Context: an optimization exercise on an open-source flow, tuned for small area and a short achievable clock period. The choices shown serve that exercise and are no tape-out recipe.
RTL that was checked went through simulation tests only; none was proved equivalent to the original.
The flow treats the clock pin as an ideal source. Dropping or thinning the clock tree relies on that and would not hold on a real chip.
Power is estimated from default activity; no workload was simulated.

red:
==> flow/design.v (excerpt) <==
module dr_core
(
    input        clock_480,
    input        reset,
    input  [4:0] data_in,
    output       data_out,
    output       underflow,
    output       overflow
);
For scale: ~580 cells after synthesis, ~190 flip-flops, roughly 6000 sq um of cells after synthesis.
clock: 3.3 ns
lec_check: 0
cap_margin: 20
core_margin: 2
core_utilization: 40
cts_buf_list: sky130_fd_sc_hd__clkbuf_8 sky130_fd_sc_hd__clkbuf_4
cts_cluster_size: 20
place_density: 0.6
setup_slack_margin: 1.7
slew_margin: 20
run.sh (not shown) runs the stock make flow with config.mk's settings and CLKGATE_MAP_FILE= SYNTH_SCRIPT=/design/flow/synth_recipe.tcl, a recipe that flattens the netlist after the stock synthesis.
> inputs changed (red -> blue)
Settings: changing CTS_BUF_LIST from sky130_fd_sc_hd__clkbuf_8 sky130_fd_sc_hd__clkbuf_4 to sky130_fd_sc_hd__clkbuf_8; removing CTS_CLUSTER_SIZE (formerly 20).
==> comparison <==
There was hardly any difference in sequential group share of total power between red and blue.
Register-to-register setup slack across blue and red: no real change.
For via count, red and blue come out practically identical.
In terms of post-route worst setup slack, red and blue differ only marginally.
Higher first-iteration DRC count goes to red over blue.
On final routed wire length divided by cell count, blue and red are basically level.
Status: leakage power summed over all cells parity (red, blue)
blue against red: worst hold slack shows no meaningful change, core utilization shows no meaningful change.
Taking red as the reference, in blue routed wire length about even; sequential share of layout area flat.
No functional check of the RTL was part of any run of this note.

========
Another version of the RTL of dr_core (not shown whole).
Size in the first run: about 580 cells after synthesis, about 180 flip-flops, about 10 I/O pins, ~5700 sq um of cells after synthesis.
export LEC_CHECK = 0
export ABC_AREA = 1
export CAP_MARGIN = 20
export CORE_MARGIN = 2
export CORE_UTILIZATION = 60
export CTS_BUF_LIST = sky130_fd_sc_hd__clkbuf_8
export CTS_CLUSTER_DIAMETER = 80
export CTS_CLUSTER_SIZE = 24
export PLACE_DENSITY = 0.75
export SETUP_SLACK_MARGIN = 1.75
export SLEW_MARGIN = 20
create_clock -name core_clock -period 3.3 [get_ports {clock_480}]
Next try:
ABC_AREA = not set   (was 1)
ABC_CLOCK_PERIOD_IN_PS = 1200   (was not set)
CTS_CLUSTER_DIAMETER = not set   (was 80)
CTS_CLUSTER_SIZE = not set   (was 24)
Sequential power is about the same.
Wire length fell by about 4%.
Power fell by 2.2%.
Register-to-register slack is worse by 0.16 ns.
Die area fell by 3.9%.
Core utilization rose by 1.3 points.
Via count fell by about 5%.
Clock-buffer cell count is unchanged.
Maximum frequency fell by about 4.5%.

========
## rev 12
Another version of the RTL of dr_core (not shown whole).
For scale: about 490 cells after synthesis, ~5500 sq um of cells after synthesis.
Settings: LEC_CHECK=0, CAP_MARGIN=20, CORE_MARGIN=2, CORE_UTILIZATION=60, PLACE_DENSITY=0.75, SETUP_SLACK_MARGIN=1.85, SLEW_MARGIN=20; clock period 3.3 ns.
standard.sh (not shown) runs the stock make flow with config.mk's settings and CLKGATE_MAP_FILE= SYNTH_SCRIPT=/design/flow/synth_recipe.tcl, a recipe that flattens the netlist after the stock synthesis.
==> flow/flow/run.sh <==
#!/bin/bash
# The standard layout, except that the clock tree is built by
# flow/clock_tree.tcl (a two-level tree of inverters) instead of ORFS's CTS.
# Each tool's output goes to a log of its own in this folder.
set -euo pipefail
bash standard.sh place > standard_place.log 2>&1
bash standard.sh run "RUN_SCRIPT=$PWD/flow/clock_tree.tcl" RUN_LOG_NAME_STEM=4_1_cts > clock_tree.log 2>&1
bash standard.sh finish > standard_finish.log 2>&1
Other scripts of this flow, unchanged in this note and not shown: flow/flow/clock_tree.tcl
What rev 13 does differently from rev 12 at the input level:
- setting ABC_AREA to 1 for the first time
==> comparison <==
Summary of rev 13 over rev 12: share of power burned in registers increased 2.3 points, fraction of area in multi-input gates increased 1.2 points, number of iterations in the first detailed-routing pass increased 1.
Rev 12 and rev 13 ended up with nearly the same clock power.
The die footprint of rev 13 exceeds that of rev 12 by 330 sq um.
For rev 13, the class of the most critical setup path was in -> reg, unlike rev 12, where it was reg -> reg.
Rev 13 vs. rev 12: relative contribution of combinational cells to total power decreased by 4.6 points relative to the old numbers, worst setup slack increased by 0.058 ns relative to the old numbers, gate count after technology mapping increased by 168 relative to the old numbers.
In the tables for rev 12 and rev 13, internal reg-to-reg setup slack reads higher with rev 13.
Function was not checked in any run of this note: the RTL went through the layout flow alone. No run of this note takes its clock network from TritonCTS; it comes from the design's own scripts or RTL.

========
## amber
dr_core, a different RTL version from the one above (not shown whole).
Size: ~180 flip-flops, about 10 I/O pins, about 0.0058 mm^2 of cells after synthesis.
==> flow/config.mk <==
export PLATFORM = sky130hd
export DESIGN_NAME = dr_core
export DESIGN_NICKNAME = dr_core
export VERILOG_FILES = /design/flow/design.v
export SDC_FILE = /design/flow/constraint.sdc
export NUM_CORES = 4
export LEC_CHECK = 0
export ABC_AREA = 1
export CAP_MARGIN = 20
export CORE_MARGIN = 2
export CORE_UTILIZATION = 60
export PLACE_DENSITY = 0.75
export SETUP_SLACK_MARGIN = 1.85
export SLEW_MARGIN = 20
==> flow/constraint.sdc <==
create_clock -name core_clock -period 3.3 [get_ports {clock_480}]
set_input_delay 0.6600 -clock core_clock [delete_from_list [all_inputs] [get_ports {clock_480}]]
set_output_delay 0.6600 -clock core_clock [all_outputs]
set_load 0.01 [all_outputs]
Scripts as last shown in full above: flow/flow/run.sh
Other scripts of this flow, unchanged in this note and not shown: flow/flow/clock_tree.tcl
The following lists how raven was set up differently from amber:
- swapping 1.85 for 1.75 in SETUP_SLACK_MARGIN
==> notes.md <==
- raven completed every stage of the flow, and the final layout passed the timing, DRC and antenna checks.
- raven vs amber: total detailed-routing wirelength down
- The layout cell share with drive strength beyond 1 of raven is lower than that of amber.
- raven vs amber: final area down
- Changes observed in raven relative to amber: part of the power in the clock network climbed 0.4 points, number of placed instances with taps included barely changed.
- raven vs amber on combinational power: raven is the lower one.
- NOTE: number of filler cells placed in the layout in raven exceeds that of amber
- On static leakage, amber loses to raven.
Function was not checked in any run of this note: the RTL went through the layout flow alone. No run of this note takes its clock network from TritonCTS; it comes from the design's own scripts or RTL.

========
Setup of pepper:
dr_core, a different RTL version from the one above (not shown whole).
Size: roughly 590 cells after synthesis, about 190 flip-flops.
clock: 3.3 ns
lec_check: 0
cap_margin: 20
core_margin: 2
core_utilization: 40
cts_buf_list: sky130_fd_sc_hd__clkbuf_8
place_density: 0.6
setup_slack_margin: 1.9
slew_margin: 20
run.sh (not shown) runs the stock make flow with config.mk's settings and CLKGATE_MAP_FILE= SYNTH_SCRIPT=/design/flow/synth_recipe.tcl, a recipe that flattens the netlist after the stock synthesis.
Stock flow here: none of the scripts above is used.
What willow does differently from pepper at the input level:
- changing PLACE_DENSITY from 0.6 to 0.75
- changing CORE_UTILIZATION from 40 to 60
Results
Number of nets at the end of the flow in willow is 0.65% below pepper.
Lower final worst-path cycle share was reported by willow, not pepper.
Die area in willow is about 32% below pepper.
On relative contribution of the clock network to total power, the lower figure sits with pepper, not willow.
Comparing willow and pepper, area of combinational cells with multiple inputs is higher on pepper.
Input-level comparison between zinc and willow:
- setting CTS_CLUSTER_SIZE to 40 for the first time
- changing SETUP_SLACK_MARGIN from 1.9 to 1.8
- setting CTS_CLUSTER_DIAMETER to 60 for the first time
- changing CTS_BUF_LIST from sky130_fd_sc_hd__clkbuf_8 to sky130_fd_sc_hd__clkbuf_16 sky130_fd_sc_hd__clkbuf_8
Results
Compared with willow, zinc shows area growth from synthesis to final layout higher by 2.9 points. On power: between willow and zinc, it ends up lower for willow. zinc: global routing usage on met3 is 1.3 points higher than what willow reported. Pre-CTS worst setup slack for zinc is higher than for willow.
--- input diff zinc..onyx ---
- SETUP_SLACK_MARGIN now 1.65, was 1.8
- CTS_CLUSTER_DIAMETER no longer set, was 60
- CTS_CLUSTER_SIZE no longer set, was 40
- CTS_BUF_LIST now sky130_fd_sc_hd__clkbuf_8, was sky130_fd_sc_hd__clkbuf_16 sky130_fd_sc_hd__clkbuf_8
Findings:
The run showing the greater met1 capacity usage during global routing is zinc. In the reports for onyx and zinc, the smaller largest stage delay on the critical path belongs to zinc. Compared with zinc, placement density in the core of onyx is lower. zinc ended up with reg2out as its type of the setup path with the least slack; onyx ended up with reg2reg. As of onyx, first-pass GRT wire length had fallen by a few percent compared to zinc. | register-to-register slack | higher: zinc |. The run showing the greater non-clock buffer count in the final layout is zinc. Of onyx and zinc, the higher all-layer global routing usage belongs to zinc. On smallest hold slack, onyx does worse than zinc. On total number of clock tree sinks, onyx and zinc are neck and neck. Final cell count: zinc vs onyx — no meaningful difference.

========
Setup of job 3814:
The RTL this note starts from:
==> flow/design.v <==
module CRD(
    input clock,
    input reset,
    input [4:0] data,
    output reg Z,
    output reg ADD,
    output reg DROP,
    output DROP_w
);
reg [4:0] data_r;
reg [4:0] Q;
reg p0, p4;
wire [4:0] flag_w = data ^ {5{data_r[4]}};
wire [4:0] pick = {flag_w[2] & ~flag_w[1] & ~flag_w[0],
                   flag_w[1] & ~flag_w[0],
                   flag_w[0],
                   flag_w[4] & ~flag_w[3] & ~flag_w[2] & ~flag_w[1] & ~flag_w[0],
                   flag_w[3] & ~flag_w[2] & ~flag_w[1] & ~flag_w[0]};
wire [4:0] Q_w = ((data != data_r) && (|pick)) ? pick : Q;
wire ADD_w = p0 & Q[4];
assign DROP_w = p4 & Q[0];
always @(posedge clock) begin
    if (reset) begin
        data_r <= 5'b0;
        Q <= 5'b00001;
        p0 <= 1'b1;
        p4 <= 1'b0;
        Z <= 1'b0;
        ADD <= 1'b0;
        DROP <= 1'b0;
    end else begin
        data_r <= data;
        Q <= Q_w;
        p0 <= Q[0];
        p4 <= Q[4];
        Z <= ADD_w ^ (|(data_r & Q));
        ADD <= ADD_w;
        DROP <= DROP_w;
    end
end
endmodule
module ad_fifo #(parameter N = 41)
(
    input  Clock, Reset,
    input  Z, Add, Drop, DropNext,
    output reg Underflow, Overflow, Data
);
localparam M = N / 2;           
reg [N-1:2] e_q, f_q;           
reg [N-1:1] d_q;
reg a1, z1;                     
reg [N-1:0] h;                  
reg T;                          
reg go;                         
wire [N-1:0] d = {d_q, Drop};
wire [N-1:0] e = {e_q, a1 | (Add & d_q[1]), Add};
wire [N-1:0] f = {f_q, d_q[1] ? Z : z1, ~Drop & Z};
wire [N-1:0] hs = (h & ~d) | ({1'b0, h[N-1:1]} & {1'b0, d[N-1:1]});
wire [N-1:0] h_n = (T | ~go) ? {h[N-2:0], 1'b0} : hs;
wire T_n = go & ~T & (|(h & e));
wire data_n = T ? ~Data & ~Overflow : go & (|(h & f));
wire under_n = go & ~T & hs[0] & ~Add & DropNext;
wire over_n = ~T & h[N-1] & e[N-1] & ~d[N-1];
always @(posedge Clock) begin
    e_q <= e[N-2:1];
    f_q <= f[N-2:1];
    a1 <= Add;
    z1 <= Z;
    d_q <= {d_q[N-2:1], Drop};
    if (Reset) begin
        h <= {{(N-1){1'b0}}, 1'b1};
        T <= 1'b0;
        go <= 1'b0;
        Data <= 1'b0;
        Underflow <= 1'b0;
        Overflow <= 1'b0;
    end else begin
        h <= h_n;
        T <= T_n;
        go <= go | h[M-1];
        Data <= data_n;
        Underflow <= under_n;
        Overflow <= over_n;
    end
end
endmodule
module dr_core
(
    input        clock_480,
    input        reset,
    input  [4:0] data_in,
    output       data_out,
    output       underflow,
    output       overflow
);
wire z_crd, add_crd, drop_crd, drop_next;
CRD crd(
    .clock(clock_480),
    .reset(reset),
    .data(data_in),
    .Z(z_crd),
    .ADD(add_crd),
    .DROP(drop_crd),
    .DROP_w(drop_next)
);
ad_fifo #(.N(41)) fifo
(
    .Clock(clock_480),
    .Reset(reset),
    .Z(z_crd),
    .Add(add_crd),
    .Drop(drop_crd),
    .DropNext(drop_next),
    .Underflow(underflow),
    .Overflow(overflow),
    .Data(data_out)
);
endmodule
clock: 3.3 ns
lec_check: 0
abc_area: 1
cap_margin: 20
core_margin: 2
core_utilization: 60
gpl_timing_driven: 0
place_density: 0.75
setup_slack_margin: 1.75
slew_margin: 20
standard.sh (not shown) runs the stock make flow with config.mk's settings and CLKGATE_MAP_FILE= SYNTH_SCRIPT=/design/flow/synth_recipe.tcl, a recipe that flattens the netlist after the stock synthesis.
Scripts as last shown in full above: flow/flow/run.sh
Other scripts of this flow, unchanged in this note and not shown: flow/flow/clock_tree.tcl
## Diff of input files: job 9820 against job 3814
# job 3814
export LEC_CHECK = 0
export ABC_AREA = 1
export CAP_MARGIN = 20
export CORE_MARGIN = 2
export CORE_UTILIZATION = 60
export GPL_TIMING_DRIVEN = 0
export PLACE_DENSITY = 0.75
export SETUP_SLACK_MARGIN = 1.75
export SLEW_MARGIN = 20
create_clock -name core_clock -period 3.3 [get_ports {clock_480}]
# job 9820
export LEC_CHECK = 0
export ABC_AREA = 1
export CAP_MARGIN = 20
export CORE_MARGIN = 2
export CORE_UTILIZATION = 60
export CTS_BUF_LIST = sky130_fd_sc_hd__clkbuf_8
export PLACE_DENSITY = 0.75
export SETUP_SLACK_MARGIN = 1.75
export SLEW_MARGIN = 20
create_clock -name core_clock -period 3.3 [get_ports {clock_480}]
Notes after the runs:
- Job 9820 vs. job 3814: final worst clock skew did not really move, final cell count went down, number of DRC markers in iteration 0 went up.
- Combinational power went up by a little under 10% going from job 3814 to job 9820.
- Changes observed in job 9820 relative to job 3814: floorplan row count ~0 delta, power per standard cell area -3.8 nW/um^2, number of nets in the layout -4.
- On worst hold margin, job 3814 and job 9820 are basically level.
- Looking at origin of the worst setup path, the data_in[4] result is from job 9820; the data_in[0] one comes from job 3814.
- Looking at worst-path cell with the longest stage delay, the sky130_fd_sc_hd__dlygate4sd2_1 result is from job 9820; the sky130_fd_sc_hd__clkdlybuf4s15_2 one comes from job 3814.
- Taking job 9820 over job 3814, the routed wire length on met3 ratio works out to 1.18.
- | portion of total power attributed to the clock network | job 3814 vs job 9820 | ≈ equal |
No run of this note takes its clock network from TritonCTS; it comes from the design's own scripts or RTL.

========
Starts from the design.v that is shown in full above.
clock: 3.3 ns
lec_check: 0
abc_area: 1
cap_margin: 20
core_margin: 2
core_utilization: 60
cts_buf_list: sky130_fd_sc_hd__clkbuf_8
place_density: 0.75
setup_slack_margin: 1.85
slew_margin: 20
==> flow/flow/run.sh <==
#!/bin/bash
# The standard layout, with clock tree synthesis told not to add dummy load
# cells for balancing (they are cell area that drives nothing) and to use a
# stronger buffer at the root of the tree.
set -euo pipefail
CTS="-sink_clustering_enable -repair_clock_nets -buf_list sky130_fd_sc_hd__clkbuf_8 -root_buf sky130_fd_sc_hd__clkbuf_16 -dont_use_dummy_load"
bash standard.sh finish "CTS_ARGS=$CTS" > standard.log 2>&1
The first run passed the timing, DRC and antenna checks.
Edit:
==> flow/run.sh (new file) <==
#!/bin/bash
# synth_recipe.tcl (not shown) runs the flow's synth.tcl, then flattens the netlist and writes it again
# the make line also repeats each setting of config.mk as NAME=value (left out here)
make -C /OpenROAD-flow-scripts/flow DESIGN_CONFIG=/design/flow/config.mk WORK_HOME=/design/flow/orfs CLKGATE_MAP_FILE= SYNTH_SCRIPT=/design/flow/synth_recipe.tcl finish
SETUP_SLACK_MARGIN = 1.75   (was 1.85)
removed: flow/flow/run.sh
removed: flow/standard.sh
Outcome: Count of clock-buffer cells in the layout is higher by 3. Fmax is lower by a few percent. Final cell count is higher slightly. Sequential cell count is unchanged. Total power is higher by roughly a tenth. Setup slack got worse by 0.076 ns. Design area is higher slightly.
Edit:
ABC_AREA = not set   (was 1)
The new run passed the timing, DRC and antenna checks.
Synthesized area fell by 3.8%.
Via count is lower by 6.9%.
Worst setup slack got worse by 0.27 ns.
Hold slack hardly moves.
Edit:
ABC_AREA = 1   (was not set)
CORE_UTILIZATION = 70   (was 60)
PLACE_DENSITY = 0.85   (was 0.75)
After rerunning: Worst setup slack improved by 0.27 ns. Final area hardly moves. Power goes down by 0.48%. Clock power stays flat. Clock-buffer cell count goes up by 1. Die area goes down by 10%. First-iteration DRC count goes up by 3.2%. Worst hold slack stays flat.
Edit:
==> flow/flow/run.sh (new file) <==
#!/bin/bash
# The standard layout, with clock tree synthesis told not to add dummy load
# cells for balancing (they are cell area that drives nothing) and to use a
# stronger buffer at the root of the tree.
set -euo pipefail
CTS="-sink_clustering_enable -repair_clock_nets -buf_list sky130_fd_sc_hd__clkbuf_8 -root_buf sky130_fd_sc_hd__clkbuf_16 -dont_use_dummy_load"
bash standard.sh finish "CTS_ARGS=$CTS" > standard.log 2>&1
==> flow/standard.sh (new file) <==
#!/bin/bash
# synth_recipe.tcl (not shown) runs the flow's synth.tcl, then flattens the netlist and writes it again
# the make line also repeats each setting of config.mk as NAME=value (left out here)
make -C /OpenROAD-flow-scripts/flow DESIGN_CONFIG=/design/flow/config.mk WORK_HOME=/design/flow/orfs CLKGATE_MAP_FILE= SYNTH_SCRIPT=/design/flow/synth_recipe.tcl "${@:-finish}"
ABC_AREA = not set   (was 1)
CORE_UTILIZATION = 60   (was 70)
CTS_BUF_LIST = not set   (was sky130_fd_sc_hd__clkbuf_8)
GPL_TIMING_DRIVEN = 0   (was not set)
PLACE_DENSITY = 0.75   (was 0.85)
removed: flow/run.sh
What happened:
- critical path depth grows by 6
- power shrinks by 8.5%
- hold slack loses 0.025 ns
- worst setup slack loses 0.32 ns
- cell area shrinks by 2.7%
- non-clock buffer count grows by 18

==> static timing again, ports no longer ideal <==
The flow's constraints put no driver on any port. The routed layouts listed below were extracted and timed again, unchanged, in two steps.
Step 1 assumes that a clkbuf_16 drives the clock port and a buf_2 every other input.
Step 2 times the ports against the registers' clock, not the clock port: input delays grow and output delays shrink by t, the midpoint of the rising clock arrivals with the driver on.
Three values: ideal ports, drivers, drivers and shift; two values: the first two.
run | t (ns) | slack for setup (ns) | hold WS [ns]
red | 0.499 | 1.566 / 1.566 / 1.309 | 0.343 / 0.343 / 0.343
blue | 0.499 | 1.566 / 1.566 / 1.310 | 0.344 / 0.344 / 0.344
the first run of note 2 | 0.468 | 1.761 / 1.725 / 1.415 | 0.346 / 0.346 / 0.346
the second run of note 2 | 0.459 | 1.688 / 1.688 / 1.383 | 0.344 / 0.344 / 0.344
rev 12 | 0.246 | 1.707 / 1.707 / 1.707 | 0.352 / 0.352 / 0.352
rev 13 | 0.248 | 1.765 / 1.778 / 1.608 | 0.349 / 0.349 / 0.349
amber | 0.248 | 1.851 / 1.773 / 1.709 | 0.346 / 0.346 / 0.346
raven | 0.246 | 1.789 / 1.777 / 1.649 | 0.345 / 0.345 / 0.345
pepper | 0.487 | 1.734 / 1.698 / 1.554 | 0.344 / 0.344 / 0.344
willow | 0.472 | 1.743 / 1.709 / 1.476 | 0.343 / 0.343 / 0.343
zinc | 0.575 | 1.654 / 1.619 / 1.392 | 0.346 / 0.346 / 0.346
onyx | 0.474 | 1.612 / 1.612 / 1.299 | 0.342 / 0.342 / 0.342
job 3814 | 0.234 | 1.790 / 1.779 / 1.620 | 0.349 / 0.349 / 0.349
job 9820 | 0.240 | 1.812 / 1.787 / 1.646 | 0.350 / 0.350 / 0.350
the first run of note 7 | 0.398 | 1.829 / 1.790 / 1.479 | 0.328 / 0.328 / 0.328
the second run of note 7 | 0.477 | 1.753 / 1.720 / 1.365 | 0.346 / 0.346 / 0.346
the third run of note 7 | 0.462 | 1.483 / 1.482 / 1.020 | 0.344 / 0.344 / 0.344
the fourth run of note 7 | 0.464 | 1.755 / 1.724 / 1.393 | 0.345 / 0.345 / 0.345
the fifth run of note 7 | 0.391 | 1.434 / 1.434 / 1.043 | 0.320 / 0.320 / 0.320
After both steps every run listed still meets setup and hold. For the third run of note 7, which loses most, drivers alone change the setup slack by -0.001 ns; drivers and shift together by -0.463 ns.
